This is an optimization exercise on Yosys and OpenROAD, whose aim is small area, a short achievable clock period and few clock cycles per item, not a production implementation.
Where RTL was checked, it was by simulation tests only, not by an equivalence proof against the original.
No activity file was given, so power comes from the tool's default toggle rates.

// mult8
module mult8(clk, nRST, c_ALL, m_busy, a_data, b_data, mult_out, m_finish);
input clk;
input nRST;
input c_ALL;
input m_busy;
input [7:0] a_data;
input [7:0] b_data;
output m_finish;
reg m_finish;
output [15:0] mult_out;
wire pp_0_0;
wire pp_0_1;
wire pp_0_2;
wire pp_0_3;
wire pp_0_4;
wire pp_0_5;
wire pp_0_6;
wire pp_0_7;
wire pp_1_0;
wire pp_1_1;
wire pp_1_2;
wire pp_1_3;
wire pp_1_4;
wire pp_1_5;
wire pp_1_6;
wire pp_1_7;
wire pp_2_0;
wire pp_2_1;
wire pp_2_2;
wire pp_2_3;
wire pp_2_4;
wire pp_2_5;
wire pp_2_6;
wire pp_2_7;
wire pp_3_0;
wire pp_3_1;
wire pp_3_2;
wire pp_3_3;
wire pp_3_4;
wire pp_3_5;
wire pp_3_6;
wire pp_3_7;
wire pp_4_0;
wire pp_4_1;
wire pp_4_2;
wire pp_4_3;
wire pp_4_4;
wire pp_4_5;
wire pp_4_6;
wire pp_4_7;
wire pp_5_0;
wire pp_5_1;
wire pp_5_2;
wire pp_5_3;
wire pp_5_4;
wire pp_5_5;
wire pp_5_6;
wire pp_5_7;
wire pp_6_0;
wire pp_6_1;
wire pp_6_2;
wire pp_6_3;
wire pp_6_4;
wire pp_6_5;
wire pp_6_6;
wire pp_6_7;
wire pp_7_0;
wire pp_7_1;
wire pp_7_2;
wire pp_7_3;
wire pp_7_4;
wire pp_7_5;
wire pp_7_6;
wire pp_7_7;
wire s1;
wire c2;
  ...
Size: about 400 cells after synthesis, roughly 22 flip-flops, about 37 I/O pins, about 0.0029 sq mm of cells after synthesis.
clock: 5.0 ns
lec_check: 0
cap_margin: 20
core_margin: 2
core_utilization: 40
gpl_timing_driven: 0
place_density: 0.6
slew_margin: 20
standard.sh (not shown) runs the stock make flow with config.mk's settings and CLKGATE_MAP_FILE= SYNTH_SCRIPT=/design/flow/synth_recipe.tcl, a recipe that flattens the netlist after the stock synthesis.
==> flow/flow/run.sh <==
#!/bin/bash
# Own layout flow: the standard flow (standard.sh), with its synthesis
# script swapped for flow/synth.tcl, which sources the standard script
# synth_recipe.tcl but skips full-adder extraction and maps with flow/map.abc.
set -euo pipefail
work=$(pwd)
export MY_WORK_DIR=$work
export MY_FLOW_DIR=$work/flow
sed -e "s#SYNTH_SCRIPT=[^ ]*#SYNTH_SCRIPT=$work/flow/synth.tcl ADDER_MAP_FILE= BUFFER_PORTS_ARGS=\"-buffer_cell sky130_fd_sc_hd__buf_2\"#" standard.sh > own_standard.sh
bash own_standard.sh > own_flow.log 2>&1
==> flow/flow/map.abc <==
strash
dch
map -D 2000
topo
stime -c
buffer -c
upsize -c -D 2000
dnsize -c -D 2000
stime -c
==> flow/flow/synth.tcl <==
# Standard synthesis (synth_recipe.tcl, sourced unchanged) with two changes made
# from outside it: no full-adder extraction (ADDER_MAP_FILE is left empty on
# make's command line) and ABC mapped with a delay-driven script.
set my_abc_script $::env(MY_FLOW_DIR)/map.abc

proc abc {args} {
  set out {}
  set skip 0
  foreach a $args {
    if {$skip} { set skip 0; continue }
    if {$a eq "-script" || $a eq "-D"} { set skip 1; continue }
    lappend out $a
  }
  puts "abc override: -script $::my_abc_script"
  yosys abc -script $::my_abc_script {*}$out
}
source $::env(MY_WORK_DIR)/synth_recipe.tcl
Change:
--- a/flow/design.v
+++ b/flow/design.v
@@ -302,37 +302,37 @@
 assign s79 = s57 ^ c38 ^ c56;
 assign c80 = (s57 & c38) | (c56 & (s57 ^ c38));
 assign s81 = s59 ^ c40 ^ c58;
 assign c82 = (s59 & c40) | (c58 & (s59 ^ c40));
 assign s83 = pp_6_7 ^ pp_7_6 ^ c60;
 assign c84 = (pp_6_7 & pp_7_6) | (c60 & (pp_6_7 ^ pp_7_6));
 assign row_a = {1'b1, pp_7_7, s83, s81, s79, s77, s75, s73, s71, s69, s67, s65, s63, s61, pp_0_1, pp_0_0};
 assign row_b = {1'b0, c84, c82, c80, c78, c76, c74, c72, c70, c68, c66, c64, c62, pp_2_0, pp_1_0, 1'b0};
-wire [10:0] lo_sum;
+wire [6:0] lo_sum;
 assign lo_sum[0:0] = row_a[0:0];
-assign lo_sum[10:1] = row_a[9:1] + row_b[9:1];
-reg [9:0] lo_q;
+assign lo_sum[6:1] = row_a[5:1] + row_b[5:1];
+reg [5:0] lo_q;
 reg lo_c;
-reg [4:0] hi_a;
-reg [4:0] hi_b;
+reg [8:0] hi_a;
+reg [8:0] hi_b;
 always @(posedge clk or negedge nRST)
 begin
     if(nRST == 1'b0)
         m_finish <= 1'b0;
     else if(c_ALL == 1'b1)
         m_finish <= 1'b0;
     else if(m_busy == 1'b0)
         m_finish <= 1'b1;
 end
 always @(posedge clk)
 begin
     if(m_busy == 1'b0)
     begin
-        lo_q <= lo_sum[9:0];
-        lo_c <= lo_sum[10];
-        hi_a <= {row_a[14], row_a[13], row_a[12], row_a[11], row_a[10]};
-        hi_b <= {row_b[14], row_b[13], row_b[12], row_b[11], row_b[10]};
+        lo_q <= lo_sum[5:0];
+        lo_c <= lo_sum[6];
+        hi_a <= {row_a[14], row_a[13], row_a[12], row_a[11], row_a[10], row_a[9], row_a[8], row_a[7], row_a[6]};
+        hi_b <= {row_b[14], row_b[13], row_b[12], row_b[11], row_b[10], row_b[9], row_b[8], row_b[7], row_b[6]};
     end
 end
-assign mult_out[9:0] = lo_q;
-assign mult_out[15:10] = {1'b1, hi_a[4], hi_a[3], hi_a[2], hi_a[1], hi_a[0]} + {1'b0, hi_b[4], hi_b[3], hi_b[2], hi_b[1], hi_b[0]} + lo_c;
+assign mult_out[5:0] = lo_q;
+assign mult_out[15:6] = {1'b1, hi_a[8], hi_a[7], hi_a[6], hi_a[5], hi_a[4], hi_a[3], hi_a[2], hi_a[1], hi_a[0]} + {1'b0, hi_b[8], hi_b[7], hi_b[6], hi_b[5], hi_b[4], hi_b[3], hi_b[2], hi_b[1], hi_b[0]} + lo_c;
 endmodule
=> Flip-flop and latch count rises by 4; worst hold slack gets worse by 0.022 ns; non-clock buffer count falls by 1; global-route usage rises by 0.58 points; register-to-register slack stays flat; power rises by 0.75%; final cell count falls by 5.1%; worst setup slack gets worse by 0.20 ns.
Testbench counts after the change, summed over its fixed seeds: cycles 3,200, items 3,200.
The RTL of the first run of this note was laid out without a check of its function.

* * *

Setup of P:
Another version of the RTL of mult8 (not shown whole).
Size: roughly 440 cells after synthesis, ~17 flip-flops, roughly 37 I/O pins.
==> flow/config.mk <==
export PLATFORM = sky130hd
export DESIGN_NAME = mult8
export DESIGN_NICKNAME = mult8
export VERILOG_FILES = /design/flow/design.v
export SDC_FILE = /design/flow/constraint.sdc
export NUM_CORES = 4
export LEC_CHECK = 0
export CAP_MARGIN = 20
export CORE_MARGIN = 2
export CORE_UTILIZATION = 40
export GPL_TIMING_DRIVEN = 0
export PLACE_DENSITY = 0.6
export SLEW_MARGIN = 20
==> flow/constraint.sdc <==
create_clock -name core_clock -period 5.0 [get_ports {clk}]
set_input_delay 1.0000 -clock core_clock [delete_from_list [all_inputs] [get_ports {clk}]]
set_output_delay 1.0000 -clock core_clock [all_outputs]
set_load 0.01 [all_outputs]
Scripts as last shown in full above: flow/flow/run.sh, flow/flow/map.abc, flow/flow/synth.tcl
Changes in Q relative to P:
-- flow/design.v --
<<< P, line 9
reg m_finish;
output [15:0] mult_out;
reg [15:0] mult_out;
wire pp_0_0;
wire pp_0_1;
>>> Q, line 9
reg m_finish;
output [15:0] mult_out;
wire pp_0_0;
wire pp_0_1;
<<< P, line 158
wire s83;
wire c84;
wire [15:0] row_a, row_b, prod;
assign pp_0_0 = a_data[0] & b_data[0];
assign pp_0_1 = a_data[0] & b_data[1];
>>> Q, line 157
wire s83;
wire c84;
wire [15:0] row_a, row_b;
assign pp_0_0 = a_data[0] & b_data[0];
assign pp_0_1 = a_data[0] & b_data[1];
<<< P, line 309
assign row_a = {1'b1, pp_7_7, s83, s81, s79, s77, s75, s73, s71, s69, s67, s65, s63, s61, pp_0_1, pp_0_0};
assign row_b = {1'b0, c84, c82, c80, c78, c76, c74, c72, c70, c68, c66, c64, c62, pp_2_0, pp_1_0, 1'b0};
assign prod[0:0] = row_a[0:0];
assign prod[15:1] = row_a[15:1] + row_b[15:1];
always @(posedge clk or negedge nRST)
begin
>>> Q, line 308
assign row_a = {1'b1, pp_7_7, s83, s81, s79, s77, s75, s73, s71, s69, s67, s65, s63, s61, pp_0_1, pp_0_0};
assign row_b = {1'b0, c84, c82, c80, c78, c76, c74, c72, c70, c68, c66, c64, c62, pp_2_0, pp_1_0, 1'b0};
wire [12:0] lo_sum;
assign lo_sum[0:0] = row_a[0:0];
assign lo_sum[12:1] = row_a[11:1] + row_b[11:1];
reg [11:0] lo_q;
reg lo_c;
reg [2:0] hi_a;
reg [2:0] hi_b;
always @(posedge clk or negedge nRST)
begin
<<< P, line 323
begin
    if(m_busy == 1'b0)
        mult_out <= prod;
end
endmodule
>>> Q, line 327
begin
    if(m_busy == 1'b0)
    begin
        lo_q <= lo_sum[11:0];
        lo_c <= lo_sum[12];
        hi_a <= {row_a[14], row_a[13], row_a[12]};
        hi_b <= {row_b[14], row_b[13], row_b[12]};
    end
end
assign mult_out[11:0] = lo_q;
assign mult_out[15:12] = {1'b1, hi_a[2], hi_a[1], hi_a[0]} + {1'b0, hi_b[2], hi_b[1], hi_b[0]} + lo_c;
endmodule
[summary]
Q vs. P: routing usage on met1 went down by 2.0 points. Sort Q and P by power share of the clock group desc -> top: Q. Q: met3 track demand over resource 0.84 points above P. On Q: number of non-filler instances in the completed layout is 35 lower than what P gave. Diff P -> Q: xor/xnor cell area share of the yosys netlist grew by 3.1 points; combinational fraction of design power went down 6.8 points; setup slack went up; fraction of standard cell area that is sequential went up. Looking at average instance area after synthesis, Q sits 0.52 µm² higher than P does. [diff] final critical delay including setup and external delays, Q relative to P: improvement. Cmp Q and P / fraction of power consumed by sequential logic / higher: Q.
No functional check of the RTL was part of any run of this note.

[what the ideal ports hide]
Ports are ideal in the flow. The routed layouts listed here were re-timed in OpenROAD.
Step 1 assumes that a clkbuf_16 drives the clock port and a buf_2 every other input.
Step 2 moves the port delays by t, midway between the first and last clock arrival at a register: inputs arrive t later, outputs are due t later. That takes back most of the time a late clock gives input paths.
a / b / c = ideal ports / drivers / drivers and shift; a / b = the first two.
| run | t (ns) | slack for setup (ns) | worst setup path after step 2 | worst slew at a driven data input, ns | pins driven straight from the clock port |
|---|---|---|---|---|---|
| the first run of note 1 | 0.287 | 1.555 / 1.561 / 1.273 | input to register | 0.04 | 1 |
| the second run of note 1 | 0.307 | 1.358 / 1.330 / 1.637 | register to output | 0.03 | 1 |
| P | 0.272 | 1.303 / 1.309 / 1.037 | input to register | 0.03 | 1 |
| Q | 0.293 | 1.405 / 1.415 / 1.121 | input to register | 0.04 | 1 |
After both steps every run listed still meets setup and hold. The setup slack of Q, which loses most, moves by +0.010 ns with the drivers and by -0.284 ns with both steps.
